This is an optimization exercise on Yosys and OpenROAD, whose aim is small area, not a production implementation.
Only simulation tests tie the RTL to the original design; equivalence was not proved.
In runs 2 to 6 the design's own scripts or RTL, not TritonCTS, make the clock network.
The flow treats the clock pin as an ideal source. Dropping or thinning the clock tree relies on that and would not hold on a real chip.
Power is estimated from default activity; no workload was simulated.

## flow/flow/run.sh

```bash
#!/bin/bash
# Own layout flow: the standard ORFS flow, except
#  - synthesis maps logic for area (no adder-cell extraction, ABC area script),
#    with the registers checked against the standard synthesis;
#  - ports are buffered with buf_1 cells.
# Every tool's output goes to a log file in this folder.
set -uo pipefail
W=$PWD
P=$FLOW_PLATFORM
ARGS=$(grep -m1 '^make -C' standard.sh | sed -E 's/.*SYNTH_SCRIPT=[^ ]+ //; s/"\$\{@:-finish\}"//')
export OWN_ABC_SCRIPT=$W/flow/area.abc
# extra make arguments for the layout steps, one per line
EXTRA=()
if [[ -f flow/extra_args.txt ]]; then mapfile -t EXTRA < flow/extra_args.txt; fi

regs() { grep -oE '^ *sky130_fd_sc_hd__(df|edf|sdf|dl)[a-z]*_[0-9]+ +[^ ]+' "$1" | sed -E 's/_[0-9]+ +/ /; s/^ *//' | sort; }

# 1. standard synthesis, for reference
make -C $FLOW_HOME DESIGN_CONFIG=$FLOW_CONFIG WORK_HOME=$W/ref CLKGATE_MAP_FILE= SYNTH_SCRIPT=$W/synth_recipe.tcl $ARGS synth > ref_synth.log 2>&1
regs ref/results/$P/calculator/base/1_2_yosys.v > ref_regs.txt

# 2. own synthesis
make -C $FLOW_HOME DESIGN_CONFIG=$FLOW_CONFIG WORK_HOME=$W/orfs CLKGATE_MAP_FILE= SYNTH_SCRIPT=$W/flow/own_synth.tcl $ARGS synth > own_synth.log 2>&1
regs orfs/results/$P/calculator/base/1_2_yosys.v > own_regs.txt
if ! cmp -s ref_regs.txt own_regs.txt || [ ! -s own_regs.txt ]; then
  echo "registers differ from the standard synthesis: using it" > fallback.log
  rm -rf orfs
  SYN=$W/synth_recipe.tcl
else
  SYN=$W/flow/own_synth.tcl
fi

# 3. rest of the flow
make -C $FLOW_HOME DESIGN_CONFIG=$FLOW_CONFIG WORK_HOME=$W/orfs CLKGATE_MAP_FILE= SYNTH_SCRIPT=$SYN $ARGS \
  BUFFER_PORTS_ARGS="-buffer_cell sky130_fd_sc_hd__buf_1" "${EXTRA[@]}" finish > own_finish.log 2>&1

ODB=$W/orfs/results/$P/calculator/base/6_final.odb
if [[ -f $ODB ]]; then
  : # left out here: write the final layout as DEF
fi
```

## flow/flow/area.abc

```
strash
&get -n
&deepsyn -T 30
&put
dch -f
amap
strash
dch -f
amap
strash
dch -f
amap
```

## flow/flow/extra_args.txt

```
CTS_ARGS=-sink_clustering_enable -repair_clock_nets -buf_list sky130_fd_sc_hd__clkbuf_8 -root_buf sky130_fd_sc_hd__clkbuf_8 -sink_clustering_size 30 -sink_clustering_max_diameter 300 -dont_use_dummy_load
```

## flow/flow/own_synth.tcl

```tcl
# Same as synth_recipe.tcl (standard synthesis), except that full/half adders are
# not extracted and ABC maps for area with flow/area.abc.  Registers are untouched.
proc synth {args} { yosys synth -nofsm -noshare {*}$args }
proc extract_fa {args} { puts "own flow: extract_fa skipped" }
proc abc {args} {
  set keep {}
  set skip 0
  foreach a $args {
    if {$skip} { set skip 0; continue }
    if {$a eq "-script" || $a eq "-D" || $a eq "-constr"} { set skip 1; continue }
    lappend keep $a
  }
  puts "own flow: abc $keep -script $::env(OWN_ABC_SCRIPT)"
  yosys abc {*}$keep -script $::env(OWN_ABC_SCRIPT)
}
source $::env(SCRIPTS_DIR)/synth.tcl
# left out here: clear keep_hierarchy, flatten, clean up, hide names made inside functions, write 1_2_yosys.v
```

## flow/standard.sh

```bash
#!/bin/bash
# synth_recipe.tcl (not shown) runs the flow's synth.tcl, then flattens the netlist and writes it again
# the make line also repeats each setting of config.mk as NAME=value (left out here)
make -C /OpenROAD-flow-scripts/flow DESIGN_CONFIG=/design/flow/config.mk WORK_HOME=/design/flow/orfs CLKGATE_MAP_FILE= SYNTH_SCRIPT=/design/flow/synth_recipe.tcl "${@:-finish}"
```

## flow/config.mk

```make
export PLATFORM = sky130hd
export DESIGN_NAME = calculator
export DESIGN_NICKNAME = calculator
export VERILOG_FILES = /design/flow/design.v
export SDC_FILE = /design/flow/constraint.sdc
export NUM_CORES = 4
export LEC_CHECK = 0
export CAP_MARGIN = 20
export CORE_MARGIN = 2
export CORE_UTILIZATION = 40
export SLEW_MARGIN = 20
```

## flow/constraint.sdc

```tcl
create_clock -name core_clock -period 85.0 [get_ports {clk}]
set_input_delay 17.0000 -clock core_clock [delete_from_list [all_inputs] [get_ports {clk}]]
set_output_delay 17.0000 -clock core_clock [all_outputs]
set_load 0.01 [all_outputs]
```

## flow/design.v

```verilog
module calculator #(parameter BCDdigits = 2, parameter cols_count = 4, parameter rows_count = 4)(
  input clk, rst, start,
  output [cols_count-1:0] cols,
  input  [rows_count-1:0] rows,
  output reg [7:0] digit1, digit2, digit3, digit4,
  output reg sign);
  reg [1:0] c;           
  reg       busy;        
  wire      rnz = |rows;
  always @(posedge clk) begin
    busy <= rnz;
    if (!rst) c <= 2'd0;
    else if (start & ~busy & ~rnz) c <= {c[1] ^ c[0], ~c[0]};
  end
  assign cols = {c[1] & c[0], c[1] & ~c[0], ~c[1] & c[0], ~c[1] & ~c[0]};
  wire ev = ~busy & rnz;                          
  wire [3:0] k = {rows[0] | rows[1], rows[0] | rows[2], c};
  wire kdig = ~k[3] | (~k[2] & ~k[1]);            
  wire kop  = k[3] & (k[2] ^ k[1]);               
  wire keq  = k[3] & k[2] & k[1] & ~k[0];         
  wire kclr = k[3] & k[2] & k[1] & k[0];          
  reg e, f;
  reg [1:0] op, nop;     
  reg s;                 
  reg F;                 
  reg act;               
  reg [5:0] cnt;
  reg [15:0] d;          
  reg [13:0] q;          
  wire [7:0] A = d[15:8];
  wire [3:0] st = cnt[3:0];
  wire [1:0] slot = cnt[5:4];
  function [1:0] fa(input a, input b, input ci); fa = {(a & b) | (ci & (a ^ b)), a ^ b ^ ci}; endfunction
  function [1:0] ha(input a, input b); ha = {a & b, a ^ b}; endfunction
  wire [3:0] h = d[7:4], l = d[3:0];
  wire [1:0] b1 = ha(l[1], h[0]);
  wire [1:0] b2 = fa(l[2], h[1], b1[1]);
  wire [1:0] b3a = fa(l[3], h[2], h[0]);
  wire [1:0] b3 = ha(b3a[0], b2[1]);
  wire [1:0] b4a = fa(h[3], h[1], b3a[1]);
  wire [1:0] b4 = ha(b4a[0], b3[1]);
  wire [1:0] b5a = fa(h[2], b4a[1], b4[1]);
  wire [1:0] b6 = ha(h[3], b5a[1]);
  wire [7:0] B = {b6[1], b6[0], b5a[0], b4[0], b3[0], b2[0], b1[0], l[0]};
  wire bz = ~|d[7:0];
  wire mul = ~op[1] & ~op[0];
  wire div = ~op[1] & op[0];
  wire sub = op[1] & (op[0] ^ s);
  wire cmp   = act & ~e;
  wire pass1 = cmp & (slot == 2'd0) & ~(st[3] & st[2] & st[1]);
  wire pass2 = cmp & (slot == 2'd1) & ~(st[3] & st[2] & st[1]) & sub;
  wire dab   = cmp & (slot == 2'd2) & ~(st[3] & st[2] & st[1]);
  wire errf  = cmp & (slot == 2'd3) & F;
  wire right = (pass1 & ~div) | pass2;
  wire dv    = pass1 & div;
  wire q0 = q[0] & ~(pass1 & F);
  wire st0 = ~(st[3] | st[2] | st[1] | st[0]);
  wire q13m = q[13] & ~F;
  wire [7:0] X = dv ? {A[6:0], q13m} : A;
  wire [7:0] Y = dv ? ~B : (pass1 & (mul ? q0 : st0)) ? B : 8'd0;
  wire cin = dv | (~(mul & pass1) & (q0 ^ (pass1 ? sub : ~F)));
  wire [8:0] cy;
  wire [7:0] sm;
  assign cy[0] = cin;
  genvar gi;
  generate for (gi = 0; gi < 8; gi = gi + 1) begin : add
    assign {cy[gi+1], sm[gi]} = fa(X[gi], Y[gi], cy[gi]);
  end endgenerate
  wire [8:0] sum = {cy[8], sm};
  wire ge = ~bz & (A[7] | sum[8]);
  wire dsh = dv & ~ge;                  
  wire [7:0] An = dv ? sum[7:0] : sum[8:1];
  function [3:0] c3(input [3:0] n, input en);
    reg g;
    begin
      g = en & (n[3] | (n[2] & (n[1] | n[0])));
      c3 = {n[3] | g,
            g ? n[3] & n[0] : n[2],
            g ? (n[2] & n[1] & n[0]) | (n[3] & ~n[0]) : n[1],
            g ? ~n[0] & (n[1] | n[3]) : n[0]};
    end
  endfunction
  wire [15:0] dc = {d[15:12], c3(d[11:8], dab), c3(d[7:4], dab), c3(d[3:0], dab)};
  wire ovf5 = d[15] | (d[14] & (d[13] | d[12]));
  wire [1:0] ei = ~cnt[1:0];
  wire ebit = k[ei] & ~(e & ~f & ~kdig);
  wire pbit = ((st[3] | st[2]) & ~st[0]) | (st[3] & st[1] & st[0]);
  wire ent = act & e;
  wire shl_hi = dab | errf;                                   
  wire shl = (ent & ~(cnt[5] | cnt[4] | cnt[3] | cnt[2])) | shl_hi;   
  wire sbit = errf ? pbit : dab ? q[13] : ebit;
  wire go   = ev & ~act;
  wire eNEW = go & (~(e | f) | (e & ~f & ~kdig & ~kop) | (e & f & kclr));
  wire eDIG = go & e & kdig;
  wire eOP2 = go & ~e & f;
  wire eCMP = go & e & (kop | (f & keq));
  wire clr_all = eNEW | eOP2 | (cmp & (cnt == 6'd31));
  always @(posedge clk)
    cnt <= go ? 6'd0 : cnt ^ {&cnt[4:0], &cnt[3:0], &cnt[2:0], &cnt[1:0], cnt[0], 1'b1};
  always @(posedge clk) begin
    if (!rst) begin
      e <= 1'b0; f <= 1'b0; act <= 1'b0;
    end else begin
      if (eNEW) begin e <= 1'b1; f <= 1'b0; end
      if (eOP2) begin e <= 1'b1; f <= 1'b1; end
      if (eCMP) begin e <= 1'b0; f <= ~keq; end
      if (go) act <= 1'b1;
      else if ((e & cnt == 6'd3) | (~e & cnt == 6'd63)) act <= 1'b0;
    end
    if (eNEW) begin op <= 2'b10; s <= 1'b0; F <= 1'b1; end
    if (eCMP) nop <= k[1:0];
    if (cmp & cnt == 6'd14) begin
      F <= (mul & |A) | (sub & A[0]);
      if (div & bz) s <= 1'b0;
    end
    if (cmp & cnt == 6'd30 & sub) s <= s ^ F;
    if (cmp & cnt == 6'd31 & op[1]) F <= 1'b0;
    if (dab & ovf5) F <= 1'b1;
    if (cmp & cnt == 6'd63) op <= nop;
    if (clr_all) d <= 16'd0;
    else begin
      if (shl) d[7:0] <= {dc[6:0], sbit};
      if (shl_hi | dsh) d[15:8] <= {dc[14:8], dv ? q13m : dc[7]};
      else if (pass1 | pass2) d[15:8] <= An;
    end
    if (right) q <= {sum[0], q[13:1]};
    else if (dv) q <= {q[12:0], ge};
    else if (dab) q <= {q[12:0], q[13]};
  end
  localparam [15:0] SA = 16'h07ed, SB = 16'h039f, SC = 16'h03fb, SD = 16'h076d,
                    SE = 16'h0d45, SF = 16'h0771, SG = 16'h0f7c;
  function [7:0] seg(input [3:0] n);
    seg = {1'b0, SA[n], SB[n], SC[n], SD[n], SE[n], SF[n], SG[n]};
  endfunction
  function [7:0] seg09(input [3:0] n, input e10);
    seg09 = {1'b0,
      n[3] | (~n[2] & ~n[0]) | (n[2] & n[0]) | n[1],
      e10 ? (~n[3] & ~n[2]) | (n[3] & ~n[1]) | (~n[1] & ~n[0]) | (n[1] & n[0])
          : ~n[2] | (~n[1] & ~n[0]) | (n[1] & n[0]),
      n[2] | ~n[1] | n[0],
      n[3] | (~n[2] & n[1]) | (~n[2] & ~n[0]) | (n[2] & ~n[1] & n[0]) | (n[1] & ~n[0]),
      (~n[2] & ~n[0]) | (n[1] & ~n[0]),
      n[3] | (n[2] & ~n[1]) | (n[2] & ~n[0]) | (~n[1] & ~n[0]),
      n[3] | (~n[2] & n[1]) | (n[2] & ~n[1]) | (n[2] & ~n[0])};
  endfunction
  always @* begin
    digit1 = seg09(d[15:12], 1'b0);
    digit2 = seg09(d[11:8], 1'b1);
    digit3 = seg(d[7:4]);
    digit4 = seg(d[3:0]);
    sign = s & ~e;
  end
endmodule
```

==> flow_summary.json, run 1 <==
{
  "grt_antenna_before_repair": 0,
  "fin_ws_ns": 65.39,
  "hold_buffers": 0,
  "worstPathMaxFanout": 16,
  "area_delta_synth_final_pct": 10.5,
  "startpoint": "rows[0]",
  "multi_input_area_um2": 1800,
  "place_congestion": 0.866,
  "regArea_um2": 1140,
  "initial_core_util_pct": 41.3,
  "maxSlewViolCount": 0,
  "yosys_warnings": 1,
  "syn_avg_cell_area_um2": 7.00,
  "ir_drop_mv": 0.0120,
  "r2r_cells": 28,
  "whs_ns": 0.486,
  "clock_latency_ns": 0.30,
  "dp_cells": 594,
  "status": "finished clean",
  "synth-seq-cells": 48,
  "pwr_density_cell_nw_per_um2": 29.0,
  "grt_pass1_vias": 3033,
  "r2r-end": "d[13]$_SDFFE_PP0P_",
  "core_area_um2": 7690,
  "firstDrtPassIters": 4,
  "rsz0062_at_grt": "false",
  "hold_viol": 0,
  "n_antenna_cell": 0,
  "max_freq_ghz": 0.0510,
  "drc": 0,
  "cts_setup_buffers": 0,
  "cts_inserted_buffers": 5,
  "cts_max_level": 2,
  "cts_tree": "yes",
  "fin_crit_sh_pct": 23.1,
  "slew-limit-headroom_pct": 33.0,
  "arrival_ns": 19.77,
  "yosysSeqAreaShare_pct": 36.0,
  "die_area_um2": 8660,
  "viasPerCell": 5.56,
  "grt_overflow": 0,
  "tightest_slew_ns": 1.01,
  "layout-drive-gt1-share_pct": 1.21,
  "fin_cells": 599,
  "path_class": "input pin to register",
  "place_hpwl_um": 5970,
  "grt_util_all_layers_pct": 19.4,
  "grt_max_degree": 25,
  "fin_skew_ns": 0.0162,
  "cp-start-kind": "input pin",
  "finalSetupViolCount": 0,
  "required_ns": 85.16,
  "cts_resized": 0,
  "die_width_um": 93.0,
  "synth_cell_types": 33,
  "ant_nets": 0,
  "cts_root_buf": "clkbuf_8",
  "vias": 3332,
  "syn_area_um2": 3170,
  "max-clock-path-buffers": 2,
  "wl_per_cell_um": 13.2,
  "rows": 32,
  "rr_startpoint": "act$_SDFFE_PN0P_",
  "path_clk_slew_ns": 0.08,
  "cap_violations": 0,
  "hold_start": "cnt[2]$_SDFF_PP0_",
  "io_buffers": 39,
  "drt-total-wl_um": 7910,
  "nets": 506,
  "fin_crit_ns": 19.61,
  "final_util_pct": 45.6,
  "end_kind": "register",
  "place_ws_ns": 65.12,
  "fill_cells": 854,
  "drt-initial-drc-count": 188,
  "hold_depth": 2,
  "cts_sinks": 48,
  "grt_first_pass_wirelength_um": 14000,
  "r2r_setup_slack_ns": 79.67,
  "fp.dieH_um": 93.0,
  "synth_cells": 453,
  "power_leakage_nw": 1.11,
  "tns_ns": 0,
  "min_to": "cnt[2]$_SDFF_PP0_",
  "io_pins": 44,
  "hold_path.class": "register to register"
}
[logic make-up after synthesis]
logic type | after synthesis | share of synthesized area (%)
and+or+nand+nor | 190 | 25.6
DFF | 48 | 36.0
buffers and inverters | 60 | 7.57
other | 1 | 0.118
AOI/OAI and AO/OA | 154 | 30.7
[how the worst max path moves through the flow]
stage / end
final: d[15]$_SDFFE_PP0P_
after global routing: d[15]$_SDFFE_PP0P_
after CTS: d[15]$_SDFFE_PP0P_
after detailed placement: d[15]$_SDFFE_PP0P_
after global placement: d[15]$_SDFFE_PP0P_
after floorplan: d[15]$_SDFFE_PP0P_
[worst max-delay path, cell delays in order]
cell and delay, ns:
buf_1 0.12, nor2_1 0.08, clkinv_1 0.07, nor3_1 0.07
nor3_1 0.67, clkinv_1 0.31, o21ai_0 0.40, or2_0 0.83
a21oi_1 0.06, o21ai_0 0.11, a31oi_1 0.05
[cell type report]
cell class,count,area share (%)
Tap cell,102,3.64
Inverter,56,6.00
Sequential cell,48,32.6
Multi-Input combinational cell,348,51.4
Timing Repair Buffer,40,4.39
Clock buffer,5,1.96
[power breakdown]
| group | internal, W | switching, W |
|---|---|---|
| clock network | 0.00000532 | 0.00000699 |
| registers | 0.0000286 | 0.00000724 |
| logic | 0.0000204 | 0.0000329 |
| total | 0.0000543 | 0.0000471 |
[per-layer routing]
metal | vias to the layer above | wire [um] | track usage (%)
met3 | 6 | 317 | 2.74
met1 | 1517 | 3980 | 28.0
met2 | 80 | 3550 | 30.4
met4 | 0 | 57 | 5.39
li1 | 1729 | - | -
met5 | - | 0 | 0
[synth_stat cells]
cell type	instances	area, um^2
nor2_1	97	364
a31oi_1	5	31.3
a221oi_1	5	43.8
a22oi_1	3	22.5
conb_1	1	3.75
a2111oi_0	8	70.1
or4_1	2	15.0
o221ai_1	1	8.76
nand4_1	3	18.8
a211oi_1	7	52.6
o32ai_1	2	17.5
or2_0	8	50.1
buf_4	4	30.0
o211ai_1	1	7.51
dfxtp_1	30	601
nand3_1	5	25.0
and2_0	1	6.26
o21bai_1	1	7.51
clkinv_1	56	210
o22a_1	12	105
o21ai_0	46	230
nor2b_1	3	18.8
o311ai_0	2	17.5
a21oi_1	29	145
o32a_1	1	10.0
o21a_1	9	67.6
o22ai_1	22	138
nor3_1	22	110
and3_1	2	12.5
edfxtp_1	18	541
nand2_1	41	154
nor4_1	2	12.5
or3_1	4	25.0
[layout by cell type, fill, tap and decap left out, types with 2 or more instances in the layout]
cell type  count
clkinv_1      56
o21a_1         9
nor3_1        22
conb_1         4
o21ai_0       46
o32ai_1        2
nor2b_1        3
dfxtp_1       30
edfxtp_1      18
clkbuf_8       5
a211oi_1       7
o22ai_1       22
a31oi_1        5
and3_1         2
or4_1          2
nand4_1        3
o311ai_0       2
a221oi_1       5
o22a_1        12
nor2_1        97
nand2_1       41
or3_1          4
a22oi_1        3
buf_1         39
nand3_1        5
a21oi_1       29
or2_0          8
a2111oi_0      8
nor4_1         2
[flip-flops by register name (all words and copies together) (netlist names)]
| name | count |
|---|---|
| F | 1 |
| act | 1 |
| busy | 1 |
| c | 2 |
| cnt | 6 |
| d | 16 |
| e | 1 |
| f | 1 |
| nop | 2 |
| op | 2 |
| q | 14 |
| s | 1 |
[stage by stage]
| stage | total power, W | area (um^2) |
|---|---|---|
| 4_1_cts | 0.000102 | 3500 |
| 5_1_grt | 0.000112 | 3500 |
| 6_report | 0.000101 | 3500 |
| 3_3_place_gp | 0.0000886 | 3430 |
| 2_1_floorplan | 0.0000747 | 3180 |
| 3_5_place_dp | 0.0000893 | 3430 |
==> inputs of run 2 (changes only) <==
--- a/flow/flow/run.sh
+++ b/flow/flow/run.sh
@@ -12,6 +12,7 @@
 # extra make arguments for the layout steps, one per line
 EXTRA=()
 if [[ -f flow/extra_args.txt ]]; then mapfile -t EXTRA < flow/extra_args.txt; fi
+EXTRA=("${EXTRA[@]//@W@/$W}")
 
 regs() { grep -oE '^ *sky130_fd_sc_hd__(df|edf|sdf|dl)[a-z]*_[0-9]+ +[^ ]+' "$1" | sed -E 's/_[0-9]+ +/ /; s/^ *//' | sort; }
 
==> flow/flow/cts_hook.tcl (new file) <==
# Sourced before ORFS's CTS step: replaces TritonCTS by a one-level clock
# tree.  The clock net's sinks are split by x position into OWN_CTS_GROUPS
# groups of equal size, each driven by one OWN_CTS_BUF placed at its
# group's centre.  The clock port then drives only these buffers.
rename clock_tree_synthesis tritoncts_clock_tree_synthesis
proc clock_tree_synthesis {args} {
  set ngroups $::env(OWN_CTS_GROUPS)
  set block [ord::get_db_block]
  set db [ord::get_db]
  set master [$db findMaster $::env(OWN_CTS_BUF)]
  set clk [$block findNet $::env(OWN_CTS_NET)]
  set sinks {}
  foreach it [$clk getITerms] {
    set inst [$it getInst]
    set loc [$inst getLocation]
    lappend sinks [list [lindex $loc 0] [lindex $loc 1] $it]
  }
  set sinks [lsort -integer -index 0 $sinks]
  set n [llength $sinks]
  puts "own CTS: $n sinks, $ngroups buffers of [$master getName]"
  for {set g 0} {$g < $ngroups} {incr g} {
    set lo [expr {$g * $n / $ngroups}]
    set hi [expr {($g + 1) * $n / $ngroups - 1}]
    set grp [lrange $sinks $lo $hi]
    set sx 0; set sy 0
    foreach s $grp { incr sx [lindex $s 0]; incr sy [lindex $s 1] }
    set cx [expr {$sx / [llength $grp]}]
    set cy [expr {$sy / [llength $grp]}]
    set buf [odb::dbInst_create $block $master "clkbuf_own_$g"]
    set net [odb::dbNet_create $block "clknet_own_$g"]
    $net setSigType CLOCK
    [$buf findITerm A] connect $clk
    [$buf findITerm X] connect $net
    foreach s $grp {
      set it [lindex $s 2]
      $it disconnect
      $it connect $net
    }
    $buf setLocation $cx $cy
    $buf setPlacementStatus PLACED
    puts "own CTS: clkbuf_own_$g drives [llength $grp] sinks at ($cx, $cy)"
  }
  $clk setSigType CLOCK
}
==> flow/flow/extra_args.txt (replaced) <==
PRE_CTS_TCL=@W@/flow/cts_hook.tcl
OWN_CTS_GROUPS=3
OWN_CTS_BUF=sky130_fd_sc_hd__clkbuf_8
OWN_CTS_NET=clk
==> flow_summary.json, run 2 <==
{
  "path_class": "input pin to register",
  "fin_skew_ns": 0.00695,
  "io_buffers": 39,
  "grt_antenna_before_repair": 0,
  "max_freq_ghz": 0.0508,
  "synth_cells": 453,
  "fin_crit_sh_pct": 23.2,
  "nets": 504,
  "cts_setup_buffers": 0,
  "netlist_top_cells_count": "nor2_1 (97), clkinv_1 (56), o21ai_0 (46)",
  "grt_pass1_vias": 3035,
  "initial_core_util_pct": 41.3,
  "grt_util_all_layers_pct": 18.7,
  "p_sw_w": 0.0000464,
  "cp-start-kind": "input pin",
  "synthAdderAreaFrac_pct": 0,
  "hold_depth": 2,
  "io_pins": 44,
  "maxSlewViolCount": 0,
  "yosysSeqAreaShare_pct": 36.0,
  "power_leakage_nw": 1.10,
  "pwr_density_cell_nw_per_um2": 28.4,
  "use_met3_pct": 0.806,
  "seqPwrFrac_pct": 36.4,
  "ir_drop_mv": 0.0146,
  "fin_ws_ns": 65.30,
  "drt-total-wl_um": 7970,
  "layout_common_cells": "nor2_1 (97), clkinv_1 (56), o21ai_0 (46), nand2_1 (41), buf_1 (39)",
  "synth-main-ff-cell": "dfxtp_1",
  "top_usage_layer": "met2",
  "area_delta_synth_final_pct": 9.59,
  "r2r-end": "d[13]$_SDFFE_PP0P_",
  "top_register": "d",
  "r2r_cells": 28,
  "core_area_um2": 7690,
  "synth_cell_types": 33,
  "synth-seq-cells": 48,
  "grt_overflow": 0,
  "synth.mux.area_fraction_pct": 0,
  "min_to": "cnt[2]$_SDFF_PP0_",
  "final_util_pct": 45.2,
  "rr_startpoint": "act$_SDFFE_PN0P_",
  "arrival_ns": 19.73,
  "tns_ns": 0,
  "firstDrtPassIters": 4,
  "rows": 32,
  "cpPeakStageDelay_ns": 0.80,
  "hold_path.class": "register to register",
  "cts_resized": 0,
  "die_area_um2": 8660,
  "internal_power_w": 0.0000523,
  "required_ns": 85.03,
  "crit_chain": "buf_1 > nor2_1 > clkinv_1 > nor3_1 > nor3_1 > clkinv_1 > o21ai_0 > or2_0 > a21oi_1 > o21ai_0 > a31oi_1",
  "clock_latency_ns": 0.16,
  "wl_per_cell_um": 13.3,
  "path_clk_slew_ns": 0.10,
  "synth_top_family_by_area": "compound AO/OA/AOI/OAI gates",
  "hold_start": "cnt[2]$_SDFF_PP0_",
  "synth_top_area_cell": "dfxtp_1",
  "cap_violations": 0,
  "status": "finished clean",
  "place_hpwl_um": 5970,
  "vias": 3330,
  "ant_nets": 0,
  "rsz0062_at_grt": "false",
  "place_congestion": 0.866,
  "die_width_um": 93.0,
  "syn_area_um2": 3170,
  "finalSetupViolCount": 0,
  "layout-drive-gt1-share_pct": 0.808,
  "drc": 0,
  "slew-limit-headroom_pct": 35.5,
  "final_common_cell": "nor2_1",
  "worstPathMaxFanout": 16,
  "synth-simple-area-share_pct": 25.6,
  "n_antenna_cell": 0,
  "switching_share_pct": 47.0,
  "syn_avg_cell_area_um2": 7.00,
  "synth_edf_count": 18,
  "tightest_slew_ns": 0.968,
  "viasPerCell": 5.58,
  "drt-initial-drc-count": 131,
  "use_met2_pct": 31.4,
  "yosys.area.top_type_share_pct": 18.9,
  "clkPwrFrac_pct": 9.6,
  "globalRouteMet1Util_pct": 27.4,
  "crit_path_top_delay_cell": "or2_0",
  "largest_registers": "d x16, q x14, cnt x6",
  "grt_max_degree": 25,
  "yosysMostFrequentCell": "nor2_1",
  "power_frac_comb_pct": 54.1,
  "yosys_warnings": 1,
  "place_ws_ns": 65.12,
  "synth_compound_area_share_pct": 30.7,
  "largest_reg_flops": 16,
  "r2r_setup_slack_ns": 79.62,
  "synth_xor_area_share_pct": 0,
  "ys_async_sr_fraction_pct": 0,
  "synth_area_leaders": "dfxtp_1 (19%), edfxtp_1 (17%), nor2_1 (11%), o21ai_0 (7.3%), clkinv_1 (6.6%)",
  "grt_first_pass_wirelength_um": 14000,
  "fin_crit_ns": 19.70,
  "end_kind": "register",
  "fp.dieH_um": 93.0,
  "hold_buffers": 0,
  "hold_viol": 0
}
run 2: changes by cell type in the layout (fill, tap and decap cells not counted), sizes merged:
cell | before | now
clkbuf | 5 | 3
run 2: critical path: cells and delay by family:
family	cells	cell delay (ns)
and+or+nand+nor	4	1.61
buffers and inverters	3	0.50
AOI/OAI and AO/OA	4	0.63
run 2: per-stage QoR:
| step | instance area [um^2] | hold WS [ns] | cells | total power, W |
|---|---|---|---|---|
| 2_1_floorplan | 3180 | 0.452 | 456 | 0.0000747 |
| 3_3_place_gp | 3430 | 0.473 | 594 | 0.0000886 |
| 3_5_place_dp | 3430 | 0.476 | 594 | 0.0000893 |
| 4_1_cts | 3480 | 0.480 | 597 | 0.0000962 |
| 5_1_grt | 3480 | 0.532 | 597 | 0.000109 |
| 6_report | 3480 | 0.489 | 597 | 0.0000987 |
run 2: how the worst max path moves through the flow:
stage / cells after the start / start / to / slack [ns]
finish: 11 / rows[0] / d[15]$_SDFFE_PP0P_ / 65.30
global route: 11 / rows[0] / d[15]$_SDFFE_PP0P_ / 64.92
CTS: 11 / rows[0] / d[15]$_SDFFE_PP0P_ / 65.09
detailed placement: 11 / rows[0] / d[15]$_SDFFE_PP0P_ / 65.12
global placement: 11 / rows[0] / d[15]$_SDFFE_PP0P_ / 65.29
floorplan: 10 / rows[0] / d[15]$_SDFFE_PP0P_ / 66.01
run 2: metal layers:
metal	up-vias	wire, um
li1	1718	-
met1	1526	3980
met2	79	3580
met3	7	309
met4	0	93
met5	-	0
run 2: layout make-up:
class                   instances  area [um^2]
fillers                       858         4210
multi-input cells             348         1800
flip-flops and latches         48         1140
inverters                      56          210
repair buffers                 40          154
well taps                     102          128
plain buffers                   3         41.3
run 2: cells by family (layout without fill, tap and decap cells):
logic type,Yosys count,count (layout)
flops,48,48
simple gates,190,190
other cells,1,4
buf+inv,60,99
compound gates,154,154
run 2: power groups by stage:
stage,Clock [W],Combinational (W),Sequential (W)
final,0.00000943,0.0000534,0.0000359
after global routing,0.0000102,0.0000618,0.0000367
after floorplan,0,0.0000406,0.0000340
after detailed placement,0,0.0000531,0.0000362
after CTS,0.00000662,0.0000533,0.0000363
after global placement,0,0.0000525,0.0000361
==> inputs of run 3 (changes only) <==
==> flow/flow/extra_args.txt (replaced) <==
PRE_CTS_TCL=@W@/flow/cts_hook.tcl
OWN_CTS_GROUPS=3
OWN_CTS_BUF=sky130_fd_sc_hd__clkbuf_8
OWN_CTS_NET=clk
SKIP_REPAIR_TIE_FANOUT=1
==> flow_summary.json, run 3 <==
{
  "status": "finished clean",
  "yosys_warnings": 1,
  "n_antenna_cell": 0,
  "r2r_cells": 28,
  "viasPerCell": 5.57,
  "cpPeakStageDelay_ns": 0.80,
  "r2r_setup_slack_ns": 79.58,
  "power_leakage_nw": 1.09,
  "placed_cell_area_um2": 3420,
  "synth_area_leaders": "dfxtp_1 (19%), edfxtp_1 (17%), nor2_1 (11%), o21ai_0 (7.3%), clkinv_1 (6.6%)",
  "path_class": "input pin to register",
  "grt_first_pass_wirelength_um": 13900,
  "die_area_um2": 8660,
  "cts_resized": 0,
  "maxSlewViolCount": 0,
  "tns_ns": 0,
  "vias": 3306,
  "grt_max_degree": 25,
  "grt_overflow": 0,
  "hold_start": "cnt[2]$_SDFF_PP0_",
  "yosysMostFrequentCell": "nor2_1",
  "clock_latency_ns": 0.16,
  "synth-main-ff-cell": "dfxtp_1",
  "path_clk_slew_ns": 0.11,
  "final_cell_area_um2": 3460,
  "hold_depth": 2,
  "hold_path.class": "register to register",
  "synth_cell_types": 33,
  "synth_edf_count": 18,
  "arrival_ns": 19.71,
  "synth-seq-cells": 48,
  "synth_cells": 453,
  "rr_startpoint": "act$_SDFFE_PN0P_",
  "area_delta_synth_final_pct": 9.23,
  "top_register": "d",
  "yosys.area.top_type_share_pct": 18.9,
  "largest_registers": "d x16, q x14, cnt x6",
  "fin_ws_ns": 65.33,
  "grt_antenna_before_repair": 0,
  "die_width_um": 93.0,
  "layout-drive-gt1-share_pct": 0.813,
  "required_ns": 85.04,
  "tightest_slew_ns": 0.977,
  "place_congestion": 0.848,
  "slew-limit-headroom_pct": 34.9,
  "fin_crit_sh_pct": 23.1,
  "wl_per_cell_um": 13.4,
  "fin_skew_ns": 0.00829,
  "syn_area_um2": 3170,
  "layout_common_cells": "nor2_1 (97), clkinv_1 (56), o21ai_0 (46), nand2_1 (41), buf_1 (39)",
  "ys_async_sr_fraction_pct": 0,
  "fin_cells": 594,
  "rsz0062_at_grt": "false",
  "crit_chain": "buf_1 > nor2_1 > clkinv_1 > nor3_1 > nor3_1 > clkinv_1 > o21ai_0 > or2_0 > a21oi_1 > o21ai_0 > a31oi_1",
  "crit_path_top_delay_cell": "or2_0",
  "firstDrtPassIters": 4,
  "largest_reg_flops": 16,
  "grt_pass1_vias": 3008,
  "drc": 0,
  "min_to": "cnt[2]$_SDFF_PP0_",
  "yosysSeqAreaShare_pct": 36.0,
  "fp.dieH_um": 93.0,
  "io_pins": 44,
  "initial_core_util_pct": 41.3,
  "pwr_density_cell_nw_per_um2": 28.6,
  "hold_buffers": 0,
  "core_area_um2": 7690,
  "drt-initial-drc-count": 186,
  "hold_viol": 0,
  "max_freq_ghz": 0.0508,
  "dp_cells": 591,
  "place_ws_ns": 65.17,
  "drt-total-wl_um": 7990,
  "ir_drop_mv": 0.0160,
  "io_buffers": 39,
  "final_common_cell": "nor2_1",
  "synth_top_area_cell": "dfxtp_1",
  "cts_setup_buffers": 0,
  "end_kind": "register",
  "syn_avg_cell_area_um2": 7.00,
  "rows": 32,
  "worstPathMaxFanout": 16,
  "cap_violations": 0,
  "netlist_top_cells_count": "nor2_1 (97), clkinv_1 (56), o21ai_0 (46)",
  "cp-start-kind": "input pin",
  "fin_crit_ns": 19.67,
  "finalSetupViolCount": 0,
  "place_hpwl_um": 6070,
  "ant_nets": 0,
  "nets": 501,
  "grt_util_all_layers_pct": 18.6,
  "r2r-end": "d[13]$_SDFFE_PP0P_"
}
[run 3: final cells by class]
| cell class | instances | area [um^2] |
|---|---|---|
| repair buffers | 40 | 154 |
| well taps | 102 | 128 |
| fillers | 841 | 4220 |
| flip-flops and latches | 48 | 1140 |
| inverters | 56 | 210 |
| plain buffers | 3 | 41.3 |
| multi-input cells | 345 | 1790 |
[run 3: power breakdown]
part / switching [W] / total, W / internal (W)
clock: 0.00000614 / 0.00000942 / 0.00000329
combinational: 0.0000335 / 0.0000539 / 0.0000204
sequential: 0.00000719 / 0.0000358 / 0.0000286
[run 3: routing by layer]
layer | GRT usage (%) | wire [um]
met1 | 26.8 | 4010
met2 | 31.8 | 3590
met3 | 0.806 | 268
met4 | 2.33 | 125
met5 | 0 | 0
[run 3: stage by stage]
step                hold WS (ns)   power, W  utilization, %
finish                     0.486  0.0000991            45.1
global route               0.512   0.000109            45.1
CTS                        0.475  0.0000964            45.1
global placement           0.477  0.0000888            44.5
detailed placement         0.472  0.0000896            44.5
floorplan                  0.452  0.0000747               -
[run 3: cell families (layout without fill, tap and decap cells)]
logic type      Yosys count  after routing  synth area share [%]
compound gates          154            154                  30.7
other cells               1              1                 0.118
simple gates            190            190                  25.6
buf+inv                  60             99                  7.57
flops                    48             48                  36.0
[run 3: critical path: cells and delay by family]
family	cells	cell delay [ns]
compound gates	4	0.57
buf+inv	3	0.48
simple gates	4	1.65
[run 3: worst max path at each step]
stage / startpoint / endpoint / slack [ns] / depth (start not counted)
3_3_place_gp: rows[0] / d[15]$_SDFFE_PP0P_ / 65.26 / 11
2_1_floorplan: rows[0] / d[15]$_SDFFE_PP0P_ / 66.01 / 10
6_report: rows[0] / d[15]$_SDFFE_PP0P_ / 65.33 / 11
4_1_cts: rows[0] / d[15]$_SDFFE_PP0P_ / 65.17 / 11
5_1_grt: rows[0] / d[15]$_SDFFE_PP0P_ / 64.89 / 11
3_5_place_dp: rows[0] / d[15]$_SDFFE_PP0P_ / 65.17 / 11
==> inputs of run 4 (changes only) <==
--- a/flow/flow/run.sh
+++ b/flow/flow/run.sh
@@ -9,6 +9,7 @@
 P=$FLOW_PLATFORM
 ARGS=$(grep -m1 '^make -C' standard.sh | sed -E 's/.*SYNTH_SCRIPT=[^ ]+ //; s/"\$\{@:-finish\}"//')
 export OWN_ABC_SCRIPT=$W/flow/area.abc
+export OWN_ABC_SEEDS="0 1 2 3 4 5 6 7 8 9"
 # extra make arguments for the layout steps, one per line
 EXTRA=()
 if [[ -f flow/extra_args.txt ]]; then mapfile -t EXTRA < flow/extra_args.txt; fi
==> flow/flow/area.abc (replaced) <==
strash
&get -n
&deepsyn -T 30 -S @SEED@
&put
dch -f
amap
strash
dch -f
amap
strash
dch -f
amap
==> flow/flow/own_synth.tcl (replaced) <==
# Same as synth_recipe.tcl (standard synthesis), except that full/half adders are
# not extracted and ABC maps for area with flow/area.abc, tried with each
# random seed in OWN_ABC_SEEDS; the smallest netlist is kept.  Registers are
# untouched.
proc synth {args} { yosys synth -nofsm -noshare {*}$args }
proc extract_fa {args} { puts "own flow: extract_fa skipped" }
proc abc {args} {
  set keep {}
  set libs {}
  set skip 0
  set prev ""
  foreach a $args {
    if {$skip} { set skip 0; continue }
    if {$a eq "-script" || $a eq "-D" || $a eq "-constr"} { set skip 1; continue }
    lappend keep $a
    if {$prev eq "-liberty"} { lappend libs -liberty $a }
    set prev $a
  }
  set fd [open $::env(OWN_ABC_SCRIPT) r]
  set template [read $fd]
  close $fd
  yosys design -save own_pre_abc
  set best_area ""
  set best_script ""
  foreach seed $::env(OWN_ABC_SEEDS) {
    set script $::env(RESULTS_DIR)/own_area_$seed.abc
    set fd [open $script w]
    puts -nonewline $fd [string map [list @SEED@ $seed] $template]
    close $fd
    yosys design -load own_pre_abc
    yosys abc {*}$keep -script $script
    set statfile $::env(RESULTS_DIR)/own_abc_stat_$seed.txt
    yosys tee -q -o $statfile stat {*}$libs
    set fd [open $statfile r]
    set area ""
    foreach line [split [read $fd] "\n"] {
      if {[regexp {Chip area for module .*: ([0-9.]+)} $line -> a]} { set area $a }
    }
    close $fd
    puts "own flow: abc seed $seed area $area"
    if {$area ne "" && ($best_area eq "" || $area < $best_area)} {
      set best_area $area
      set best_script $script
    }
  }
  puts "own flow: keeping $best_script (area $best_area)"
  yosys design -load own_pre_abc
  yosys abc {*}$keep -script $best_script
}
source $::env(SCRIPTS_DIR)/synth.tcl
# left out here: clear keep_hierarchy, flatten, clean up, hide names made inside functions, write 1_2_yosys.v
==> flow_summary.json, run 4 <==
{
  "largest_reg_flops": 16,
  "yosysMostFrequentCell": "nor2_1",
  "top_register": "d",
  "clkPwrFrac_pct": 9.9,
  "largest_registers": "d x16, q x14, cnt x6",
  "synth-main-ff-cell": "dfxtp_1",
  "synth_area_leaders": "dfxtp_1 (19%), edfxtp_1 (17%), nor2_1 (11%), o21ai_0 (6.7%), clkinv_1 (6.3%)",
  "cp-start-kind": "input pin",
  "nets": 490,
  "final_common_cell": "nor2_1",
  "path_class": "input pin to register",
  "fin_skew_ns": 0.0101,
  "end_kind": "register",
  "fin_crit_ns": 19.60,
  "layout-drive-gt1-share_pct": 0.832,
  "power_frac_comb_pct": 52.3,
  "layout_common_cells": "nor2_1 (92), clkinv_1 (52), nand2_1 (46), o21ai_0 (42), buf_1 (39)",
  "synth_xor_area_share_pct": 0,
  "synth_cells": 442,
  "grt_util_all_layers_pct": 19.2,
  "cpPeakStageDelay_ns": 0.79,
  "ir_drop_mv": 0.0131,
  "core_area_um2": 7650,
  "hold_viol": 0,
  "pwr_density_cell_nw_per_um2": 27.4,
  "synthAdderAreaFrac_pct": 0,
  "status": "finished clean",
  "internal_power_w": 0.0000491,
  "p_sw_w": 0.0000443,
  "synth-simple-area-share_pct": 25.4,
  "die_area_um2": 8520,
  "yosys.area.top_type_share_pct": 19.3,
  "crit_chain": "buf_1 > nor4_1 > nor3_1 > o211ai_1 > o21ai_0 > or2_0 > or3_1 > o22ai_1",
  "initial_core_util_pct": 40.8,
  "grt_first_pass_wirelength_um": 14000,
  "cpLargestDelayFamily": "simple AND/OR/NAND/NOR gates",
  "die_width_um": 92.3,
  "fin_ws_ns": 65.40,
  "n_antenna_cell": 0,
  "fin_crit_sh_pct": 23.1,
  "synth.mux.area_fraction_pct": 0,
  "synth-seq-cells": 48,
  "rsz0062_at_grt": "false",
  "seqPwrFrac_pct": 37.8,
  "synth_cell_types": 37,
  "vias": 3179,
  "io_buffers": 39,
  "path_clk_slew_ns": 0.10,
  "netlist_top_cells_count": "nor2_1 (92), clkinv_1 (52), nand2_1 (46)",
  "worstPathMaxFanout": 14,
  "max_freq_ghz": 0.0510,
  "cp_num_buf_inv": 1,
  "place_hpwl_um": 6170,
  "yosys_warnings": 1,
  "required_ns": 85.05,
  "clock_latency_ns": 0.16,
  "ys_async_sr_fraction_pct": 0,
  "place_ws_ns": 65.21,
  "hold_path.class": "register to register",
  "switching_share_pct": 47.4,
  "fp.dieH_um": 92.3,
  "power_leakage_nw": 1.10,
  "drc": 0,
  "grt_antenna_before_repair": 0,
  "grt_overflow": 0,
  "tns_ns": 0,
  "synth_top_area_cell": "dfxtp_1",
  "firstDrtPassIters": 5,
  "yosysSeqAreaShare_pct": 36.6,
  "area_delta_synth_final_pct": 9.39,
  "rows": 32,
  "cts_resized": 0,
  "cts_setup_buffers": 0,
  "cap_violations": 0,
  "slew-limit-headroom_pct": 34.5,
  "drt-total-wl_um": 8120,
  "tightest_slew_ns": 0.975,
  "synth_top_family_by_area": "compound AO/OA/AOI/OAI gates",
  "arrival_ns": 19.65,
  "grt_max_degree": 21,
  "place_congestion": 0.856,
  "viasPerCell": 5.45,
  "ant_nets": 0,
  "synth_edf_count": 18,
  "crit_path_top_delay_cell": "nor3_1",
  "hold_buffers": 0,
  "finalSetupViolCount": 0,
  "syn_area_um2": 3120,
  "wl_per_cell_um": 13.9,
  "synth_compound_area_share_pct": 30.7,
  "drt-initial-drc-count": 185,
  "maxSlewViolCount": 0,
  "grt_pass1_vias": 2902,
  "io_pins": 44,
  "syn_avg_cell_area_um2": 7.06
}
==> run 4: changes by cell type in the layout (fill, tap and decap cells not counted), moves of 3 or more <==
cell / change
a2111oi_0: -6
a221oi_1: +4
o21ai_0: -4
clkinv_1: -4
o21a_1: -3
nand2_1: +5
nor2_1: -5
==> run 4: routing by layer <==
layer	vias to the layer above	global-route usage, %	share of wire, %
li1	1682	-	-
met1	1423	28.7	50
met2	63	31.3	44
met3	11	1.55	4.1
met4	0	2.11	1.3
met5	-	0	0
==> run 4: cells by family (layout without fill, tap and decap cells) <==
logic type / Yosys count / after routing
and+or+nand+nor: 187 / 187
other: 1 / 1
buffers and inverters: 56 / 95
DFF: 48 / 48
AOI/OAI and AO/OA: 150 / 150
==> run 4: worst paths after layout <==
check | from | to | slack (ns) | depth (start not counted)
worst max-delay path | rows[0] | d[12]$_SDFFE_PP0P_ | 65.40 | 8
worst min-delay path | c[1]$_SDFFE_PN0P_ | nop[1]$_DFFE_PP_ | 0.53 | 0
worst max register to register | e$_SDFFE_PP0P_ | d[12]$_SDFFE_PP0P_ | 79.40 | 27
worst min register to register | c[1]$_SDFFE_PN0P_ | nop[1]$_DFFE_PP_ | 0.53 | 0
==> run 4: power by group through the flow <==
stage / clock network [W] / logic [W] / registers (W)
after global placement: 0 / 0.0000481 / 0.0000357
after floorplan: 0 / 0.0000366 / 0.0000337
final: 0.00000925 / 0.0000489 / 0.0000353
after global routing: 0.0000104 / 0.0000560 / 0.0000364
after CTS: 0.00000662 / 0.0000487 / 0.0000358
after detailed placement: 0 / 0.0000485 / 0.0000357
==> run 4: stage by stage <==
step                      power (W)  hold slack (ns)  instances  cell area [um^2]  utilization, %
after global routing       0.000103            0.541        583              3410            44.6
after global placement    0.0000838            0.497        580              3370            44.1
after CTS                 0.0000912            0.509        583              3410            44.6
after floorplan           0.0000703            0.463        442              3120               -
final                     0.0000934            0.526        583              3410            44.6
after detailed placement  0.0000842            0.511        580              3370            44.1
==> run 4: cell type report <==
type / count / area (um^2)
multi-input combinational: 338 / 1750
inverter: 52 / 195
fill: 813 / 4240
sequential: 48 / 1140
timing repair buffer: 40 / 154
buffer: 3 / 41.3
tap: 102 / 128
==> inputs of run 5 (changes only) <==
--- a/flow/design.v
+++ b/flow/design.v
@@ -52,13 +52,14 @@
   wire dab   = cmp & (slot == 2'd2) & ~(st[3] & st[2] & st[1]);
   wire errf  = cmp & (slot == 2'd3) & F;
   wire right = (pass1 & ~div) | pass2;
-  wire dv    = pass1 & div;
+  wire divp  = cmp & div & ((slot == 2'd0) | ((slot == 2'd1) & ~(st[3] & st[2])));
+  wire dsft  = divp & ~cnt[0];
+  wire dsub  = divp & cnt[0];
   wire q0 = q[0] & ~(pass1 & F);
   wire st0 = ~(st[3] | st[2] | st[1] | st[0]);
-  wire q13m = q[13] & ~F;
-  wire [7:0] X = dv ? {A[6:0], q13m} : A;
-  wire [7:0] Y = dv ? ~B : (pass1 & (mul ? q0 : st0)) ? B : 8'd0;
-  wire cin = dv | (~(mul & pass1) & (q0 ^ (pass1 ? sub : ~F)));
+  wire [7:0] X = A;
+  wire [7:0] Y = dsub ? ~B : (pass1 & ~div & (mul ? q0 : st0)) ? B : 8'd0;
+  wire cin = dsub | (~(mul & pass1) & (q0 ^ (pass1 ? sub : ~F)));
   wire [8:0] cy;
   wire [7:0] sm;
   assign cy[0] = cin;
@@ -67,9 +68,8 @@
     assign {cy[gi+1], sm[gi]} = fa(X[gi], Y[gi], cy[gi]);
   end endgenerate
   wire [8:0] sum = {cy[8], sm};
-  wire ge = ~bz & (A[7] | sum[8]);
-  wire dsh = dv & ~ge;                  
-  wire [7:0] An = dv ? sum[7:0] : sum[8:1];
+  wire ge = ~bz & ~F & (q[0] | sum[8]);    
+  wire [7:0] An = dsub ? sum[7:0] : sum[8:1];
   function [3:0] c3(input [3:0] n, input en);
     reg g;
     begin
@@ -110,22 +110,22 @@
     if (eNEW) begin op <= 2'b10; s <= 1'b0; F <= 1'b1; end
     if (eCMP) nop <= k[1:0];
     if (cmp & cnt == 6'd14) begin
-      F <= (mul & |A) | (sub & A[0]);
+      if (~div) F <= (mul & |A) | (sub & A[0]);
       if (div & bz) s <= 1'b0;
     end
     if (cmp & cnt == 6'd30 & sub) s <= s ^ F;
-    if (cmp & cnt == 6'd31 & op[1]) F <= 1'b0;
+    if (cmp & cnt == 6'd31 & ~mul) F <= 1'b0;
     if (dab & ovf5) F <= 1'b1;
     if (cmp & cnt == 6'd63) op <= nop;
     if (clr_all) d <= 16'd0;
     else begin
       if (shl) d[7:0] <= {dc[6:0], sbit};
-      if (shl_hi | dsh) d[15:8] <= {dc[14:8], dv ? q13m : dc[7]};
-      else if (pass1 | pass2) d[15:8] <= An;
+      if (shl_hi | dsft) d[15:8] <= {dc[14:8], dsft ? q[13] : dc[7]};
+      else if (right | (dsub & ge)) d[15:8] <= An;
     end
     if (right) q <= {sum[0], q[13:1]};
-    else if (dv) q <= {q[12:0], ge};
-    else if (dab) q <= {q[12:0], q[13]};
+    else if (dsft | dab) q <= {q[12:0], dsft ? A[7] : q[13]};
+    else if (dsub) q[0] <= ge;
   end
   localparam [15:0] SA = 16'h07ed, SB = 16'h039f, SC = 16'h03fb, SD = 16'h076d,
                     SE = 16'h0d45, SF = 16'h0771, SG = 16'h0f7c;
==> flow_summary.json, run 5 <==
{
  "globalRouteMet1Util_pct": 25.7,
  "grt_first_pass_wirelength_um": 13500,
  "grt_antenna_before_repair": 0,
  "yosys.area.top_type_share_pct": 19.2,
  "max_freq_ghz": 0.0523,
  "cp-start-kind": "register",
  "crit_path_top_delay_cell": "dfxtp_1",
  "yosysSeqAreaShare_pct": 36.6,
  "vias": 3182,
  "tns_ns": 0,
  "grt_max_degree": 19,
  "final_common_cell": "nor2_1",
  "place_hpwl_um": 6230,
  "path_class": "register to output port",
  "synth_area_leaders": "dfxtp_1 (19%), edfxtp_1 (17%), nor2_1 (11%), clkinv_1 (7.0%), nand2_1 (5.8%)",
  "drt-initial-drc-count": 146,
  "top_usage_layer": "met2",
  "fin_cells": 582,
  "drt-total-wl_um": 7950,
  "end_kind": "output port",
  "hold_path.class": "register to register",
  "finalSetupViolCount": 0,
  "yosys_warnings": 1,
  "fin_skew_ns": 0.0130,
  "cts_setup_buffers": 0,
  "clkPwrFrac_pct": 9.2,
  "synth_cells": 440,
  "worstPathMaxFanout": 9,
  "p_sw_w": 0.0000474,
  "hold_viol": 0,
  "ant_nets": 0,
  "fin_crit_sh_pct": 22.5,
  "place_ws_ns": 65.70,
  "rows": 32,
  "netlist_top_cells_count": "nor2_1 (90), clkinv_1 (58), nand2_1 (48)",
  "largest_reg_flops": 16,
  "drc": 0,
  "cts_resized": 0,
  "cap_violations": 0,
  "synth_edf_count": 18,
  "required_ns": 68.00,
  "path_clk_slew_ns": 0.11,
  "rsz0062_at_grt": "false",
  "yosysMostFrequentCell": "nor2_1",
  "internal_power_w": 0.0000511,
  "layout-drive-gt1-share_pct": 1.04,
  "seqPwrFrac_pct": 35.8,
  "dp_cells": 579,
  "ys_async_sr_fraction_pct": 0,
  "viasPerCell": 5.47,
  "hold_buffers": 0,
  "grt_util_all_layers_pct": 18.6,
  "power_leakage_nw": 1.12,
  "fin_ws_ns": 65.87,
  "die_width_um": 92.3,
  "die_area_um2": 8530,
  "power_frac_comb_pct": 55.0,
  "fin_crit_ns": 19.13,
  "wl_per_cell_um": 13.7,
  "core_area_um2": 7650,
  "cpPeakStageDelay_ns": 0.53,
  "grt_pass1_vias": 2931,
  "firstDrtPassIters": 5,
  "use_met3_pct": 0.976,
  "tightest_slew_ns": 0.737,
  "io_buffers": 39,
  "synth_cell_types": 38,
  "n_antenna_cell": 0,
  "synth-main-ff-cell": "dfxtp_1",
  "final_cell_area_um2": 3420,
  "pwr_density_cell_nw_per_um2": 28.8,
  "place_congestion": 0.873,
  "clock_latency_ns": 0.16,
  "crit_top_cell": "clkinv_1",
  "cpLargestDelayFamily": "flip-flops",
  "largest_registers": "d x16, q x14, cnt x6",
  "synth-seq-cells": 48,
  "maxSlewViolCount": 0,
  "ir_drop_mv": 0.0123,
  "switching_share_pct": 48.1,
  "layout_common_cells": "nor2_1 (90), clkinv_1 (58), nand2_1 (48), buf_1 (39), o21ai_0 (35)",
  "area_delta_synth_final_pct": 9.62,
  "use_met2_pct": 33.2,
  "status": "finished clean",
  "cp_num_buf_inv": 3,
  "fp.dieH_um": 92.3,
  "nets": 489,
  "grt_overflow": 0,
  "crit_chain": "clkinv_1 > nor2_1 > a21oi_1 > or2_0 > o21ai_0 > clkinv_1 > a211oi_1 > buf_1",
  "syn_area_um2": 3120,
  "p_total_w": 0.0000984,
  "syn_avg_cell_area_um2": 7.09,
  "placed_cell_area_um2": 3380,
  "synth_top_area_cell": "dfxtp_1",
  "top_register": "d",
  "slew-limit-headroom_pct": 50.9,
  "arrival_ns": 2.13,
  "initial_core_util_pct": 40.8,
  "io_pins": 44
}
-- run 5: changes by cell type in the layout (fill, tap and decap cells not counted), sizes merged, moves of 3 or more --
cell / change
a211oi: +3
a221oi: -5
clkinv: +6
nand3: +6
nand4: -3
nor3: -4
o21a: +3
o21ai: -7
o22ai: -9
o32ai: +4
-- run 5: power groups by stage --
stage                 clock, W  combinational (W)  sequential [W]
floorplan                    0          0.0000404       0.0000338
global placement             0          0.0000532       0.0000358
detailed placement           0          0.0000539       0.0000356
CTS                 0.00000662          0.0000542       0.0000357
global route         0.0000102          0.0000618       0.0000362
finish              0.00000906          0.0000541       0.0000353
-- run 5: layout make-up --
class                   instances  area [um^2]
repair buffers                 41          161
inverters                      58          218
multi-input cells             330         1730
flip-flops and latches         48         1140
plain buffers                   3         41.3
fillers                       796         4230
well taps                     102          128
-- run 5: cells by family after synthesis --
kind of cell    count (synthesis)  share of synthesized area [%]
compound gates                143                           30.2
other cells                     1                          0.120
simple gates                  186                           25.2
buf+inv                        62                           7.94
flops                          48                           36.6
-- run 5: metrics by stage --
| step | util [%] | hold slack, ns |
|---|---|---|
| floorplan | - | 0.453 |
| global placement | 44.2 | 0.483 |
| detailed placement | 44.2 | 0.492 |
| CTS | 44.7 | 0.492 |
| global route | 44.7 | 0.532 |
| finish | 44.7 | 0.499 |
-- run 5: metal layers --
| layer | up-vias | part of all wire [%] |
|---|---|---|
| met5 | - | 0 |
| met1 | 1464 | 47 |
| met2 | 53 | 48 |
| met3 | 6 | 3.3 |
| met4 | 0 | 1.1 |
| li1 | 1659 | - |
-- run 5: worst reg2reg max path, stage by stage, from the launching register on --
cell	delay, ns
edfxtp_1	0.46
nor2_1	0.34
a21oi_1	0.10
a2111oi_0	0.60
clkinv_1	0.36
o22ai_1	0.38
nand2_1	0.09
o21ai_0	0.15
nor2_1	0.10
a21oi_1	0.21
o21ai_0	0.17
o21ai_0	0.31
nand2_1	0.12
nand2_1	0.10
nand2_1	0.07
nand2_1	0.08
nand2_1	0.07
nand2_1	0.08
nand2_1	0.06
nand2_1	0.09
nand2_1	0.07
and2_0	0.18
o21ai_0	0.24
nand2_1	0.08
a21oi_1	0.60
nand2_1	0.35
o21ai_0	0.22
-- run 5: worst paths after layout --
| path | from | end | slack [ns] | cells past startpoint |
|---|---|---|---|---|
| min reg2reg | nop[1]$_DFFE_PP_ | op[1]$_SDFFCE_PN1P_ | 0.50 | 1 |
| max | d[7]$_SDFFE_PP0P_ | digit3[5] | 65.87 | 8 |
| max reg2reg | op[1]$_SDFFCE_PN1P_ | d[11]$_SDFFE_PP0P_ | 79.26 | 26 |
| min | nop[1]$_DFFE_PP_ | op[1]$_SDFFCE_PN1P_ | 0.50 | 1 |
==> inputs of run 6 (changes only) <==
--- a/flow/flow/run.sh
+++ b/flow/flow/run.sh
@@ -1,6 +1,7 @@
 #!/bin/bash
 # Own layout flow: the standard ORFS flow, except
-#  - synthesis maps logic for area (no adder-cell extraction, ABC area script),
+#  - synthesis maps logic for area (full adders only as adder cells, ABC area
+#    script with several random seeds, smallest kept),
 #    with the registers checked against the standard synthesis;
 #  - ports are buffered with buf_1 cells.
 # Every tool's output goes to a log file in this folder.
@@ -9,7 +10,7 @@
 P=$FLOW_PLATFORM
 ARGS=$(grep -m1 '^make -C' standard.sh | sed -E 's/.*SYNTH_SCRIPT=[^ ]+ //; s/"\$\{@:-finish\}"//')
 export OWN_ABC_SCRIPT=$W/flow/area.abc
-export OWN_ABC_SEEDS="0 1 2 3 4 5 6 7 8 9"
+export OWN_ABC_SEEDS="0 1 2 3 4 5 6 7 8 9 10 11"
 # extra make arguments for the layout steps, one per line
 EXTRA=()
 if [[ -f flow/extra_args.txt ]]; then mapfile -t EXTRA < flow/extra_args.txt; fi
--- a/flow/flow/own_synth.tcl
+++ b/flow/flow/own_synth.tcl
@@ -1,9 +1,9 @@
-# Same as synth_recipe.tcl (standard synthesis), except that full/half adders are
-# not extracted and ABC maps for area with flow/area.abc, tried with each
-# random seed in OWN_ABC_SEEDS; the smallest netlist is kept.  Registers are
-# untouched.
+# Same as synth_recipe.tcl (standard synthesis), except that only full adders
+# (not half adders) are extracted into adder cells, and ABC maps for area with
+# flow/area.abc, tried with each random seed in OWN_ABC_SEEDS; the smallest
+# netlist is kept.  Registers are untouched.
 proc synth {args} { yosys synth -nofsm -noshare {*}$args }
-proc extract_fa {args} { puts "own flow: extract_fa skipped" }
+proc extract_fa {args} { yosys extract_fa -fa }
 proc abc {args} {
   set keep {}
   set libs {}
==> flow_summary.json, run 6 <==
{
  "status": "finished clean",
  "required_ns": 85.02,
  "netlist_top_cells_count": "nor2_1 (79), clkinv_1 (57), dfxtp_1 (30)",
  "wl_per_cell_um": 14.1,
  "hold_viol": 0,
  "synth_cell_types": 32,
  "place_ws_ns": 65.11,
  "end_kind": "register",
  "synth_area_leaders": "dfxtp_1 (20%), edfxtp_1 (18%), nor2_1 (9.7%), fa_1 (7.9%), clkinv_1 (7.0%)",
  "n_antenna_cell": 0,
  "yosys_warnings": 1,
  "fill_cells": 773,
  "ir_drop_mv": 0.0178,
  "rows": 31,
  "io_buffers": 39,
  "yosysMostFrequentCell": "nor2_1",
  "ys_async_sr_fraction_pct": 0,
  "pwr_density_cell_nw_per_um2": 30.3,
  "yosysSeqAreaShare_pct": 37.4,
  "slew-limit-headroom_pct": 40.2,
  "crit_path_top_delay_cell": "nor3_1",
  "cts_setup_buffers": 0,
  "grt_first_pass_wirelength_um": 12400,
  "finalSetupViolCount": 0,
  "syn_avg_cell_area_um2": 7.84,
  "firstDrtPassIters": 4,
  "largest_reg_flops": 16,
  "worstPathMaxFanout": 16,
  "arrival_ns": 19.79,
  "whs_ns": 0.497,
  "power_leakage_nw": 1.11,
  "hold_path.class": "register to register",
  "vias": 2900,
  "core_area_um2": 7330,
  "ant_nets": 0,
  "place_hpwl_um": 5810,
  "grt_util_all_layers_pct": 17.4,
  "layout-drive-gt1-share_pct": 1.40,
  "path_clk_slew_ns": 0.10,
  "final_util_pct": 45.7,
  "drt-total-wl_um": 7430,
  "layout_common_cells": "nor2_1 (79), clkinv_1 (57), buf_1 (39), dfxtp_1 (30), nand2_1 (29)",
  "synth_edf_count": 18,
  "cpPeakStageDelay_ns": 0.64,
  "drc": 0,
  "fin_crit_sh_pct": 23.3,
  "synth_cells": 389,
  "cpLargestDelayFamily": "simple AND/OR/NAND/NOR gates",
  "synth-seq-cells": 48,
  "fin_skew_ns": 0.0168,
  "initial_core_util_pct": 41.6,
  "grt_antenna_before_repair": 0,
  "drt-initial-drc-count": 194,
  "crit_top_cell": "nor3_1",
  "clock_latency_ns": 0.16,
  "crit_chain": "buf_1 > nor2_1 > clkinv_1 > nor3_1 > nor3_1 > clkinv_1 > or3_1 > nor3_1 > o21a_1 > or3_1 > o32ai_1",
  "viasPerCell": 5.49,
  "cp-start-kind": "input pin",
  "grt_max_degree": 22,
  "fp.dieH_um": 91.3,
  "tns_ns": 0,
  "cp_num_buf_inv": 3,
  "place_congestion": 0.905,
  "path_class": "input pin to register",
  "r2r_setup_slack_ns": 78.91,
  "cts_resized": 0,
  "io_pins": 44,
  "tightest_slew_ns": 0.889,
  "area_delta_synth_final_pct": 9.88,
  "fin_ws_ns": 65.23,
  "final_cell_area_um2": 3350,
  "die_area_um2": 8340,
  "largest_registers": "d x16, q x14, cnt x6",
  "synth_top_area_cell": "dfxtp_1",
  "top_register": "d",
  "grt_overflow": 0,
  "syn_area_um2": 3050,
  "yosys.area.top_type_share_pct": 19.7,
  "nets": 450,
  "fin_crit_ns": 19.77,
  "maxSlewViolCount": 0,
  "die_width_um": 91.3,
  "placed_cell_area_um2": 3310,
  "grt_pass1_vias": 2676,
  "max_freq_ghz": 0.0506,
  "cap_violations": 0,
  "final_common_cell": "nor2_1",
  "rsz0062_at_grt": "false",
  "hold_buffers": 0,
  "synth-main-ff-cell": "dfxtp_1"
}
-- run 6: changes by cell type after synthesis, moves of 6 or more --
| cell | before | now |
|---|---|---|
| nor2_1 | 90 | 79 |
| nand2_1 | 48 | 29 |
| o21a_1 | 9 | 3 |
| fa_1 | 0 | 12 |
| o21ai_0 | 35 | 22 |
| a21oi_1 | 29 | 20 |
-- run 6: kinds of logic (layout without fill, tap and decap cells) --
logic type	count (synthesis)	after routing	share of synthesized area (%)
fa+ha+maj	12	12	7.87
compound gates	112	112	24.6
other cells	1	1	0.123
simple gates	155	155	22.0
flops	48	48	37.4
buf+inv	61	101	8.00
-- run 6: where the power goes --
group	internal (W)	switching [W]	total (W)
Sequential	0.0000293	0.00000882	0.0000381
Clock	0.00000328	0.00000599	0.00000928
Combinational	0.0000201	0.0000340	0.0000541
-- run 6: worst paths after layout --
path                startpoint                  end  cells past startpoint
max reg2reg  cnt[1]$_SDFF_PP0_   d[11]$_SDFFE_PP0P_                     22
max                    rows[0]    d[7]$_SDFFE_PP0P_                     11
min           nop[1]$_DFFE_PP_  op[1]$_SDFFCE_PN1P_                      1
min reg2reg   nop[1]$_DFFE_PP_  op[1]$_SDFFCE_PN1P_                      1
-- run 6: per-layer routing --
metal	global-route usage, %	routed length [um]
met1	24.8	3480
met4	2.65	104
met5	0	0
met3	0.830	360
met2	30.1	3490
-- run 6: cell type report --
class	instances	area [um^2]	share of cell area, %
multi-input cells	280	1670	49.9
well taps	99	124	3.69
inverters	57	214	6.38
plain buffers	3	41.3	1.23
flip-flops and latches	48	1140	34.0
repair buffers	41	161	4.81
-- run 6: through the flow --
stage / std cells / total power [W]
2_1_floorplan: 389 / 0.0000755
3_3_place_gp: 525 / 0.0000925
3_5_place_dp: 525 / 0.0000928
4_1_cts: 528 / 0.0000996
5_1_grt: 528 / 0.000111
6_report: 528 / 0.000101

[re-timing with driven ports]
Ports are ideal in the flow. The routed layouts listed here were re-timed in OpenROAD. Step 1 (the two cells are an assumption about what drives the block):
set clk [get_ports {clk}]
set_driving_cell -lib_cell sky130_fd_sc_hd__clkbuf_16 $clk
set_driving_cell -lib_cell sky130_fd_sc_hd__buf_2 [delete_from_list [all_inputs] $clk]
Step 2 adds t to the input delays and takes it off the output delays; t is the mean of the earliest and latest rising clock arrival at the registers after step 1. Input paths then give back, and output paths get back, about the clock's delay inside the block. Three values: ideal ports, drivers, drivers and shift; two values: the first two.
run | t (ns) | setup WS [ns] | worst setup path at the end | clock arrival spread, ns | slew at the worst register clock pin (ns)
run 1 | 0.323 | 65.388 / 65.388 / 65.066 | input to register | 0.017 / 0.017 | 0.09 / 0.09
run 2 | 0.208 | 65.303 / 65.327 / 65.118 | input to register | 0.007 / 0.007 | 0.11 / 0.11
run 3 | 0.205 | 65.325 / 65.350 / 65.145 | input to register | 0.008 / 0.008 | 0.11 / 0.11
run 4 | 0.209 | 65.398 / 65.429 / 65.219 | input to register | 0.011 / 0.011 | 0.11 / 0.11
run 5 | 0.207 | 65.874 / 65.823 / 65.699 | input to register | 0.013 / 0.013 | 0.11 / 0.11
run 6 | 0.205 | 65.234 / 65.260 / 65.055 | input to register | 0.017 / 0.016 | 0.11 / 0.11
After both steps setup and hold are still met in every run listed. The setup slack of run 1, which loses most, moves by 0.000 ns with the drivers and by -0.322 ns with both steps.
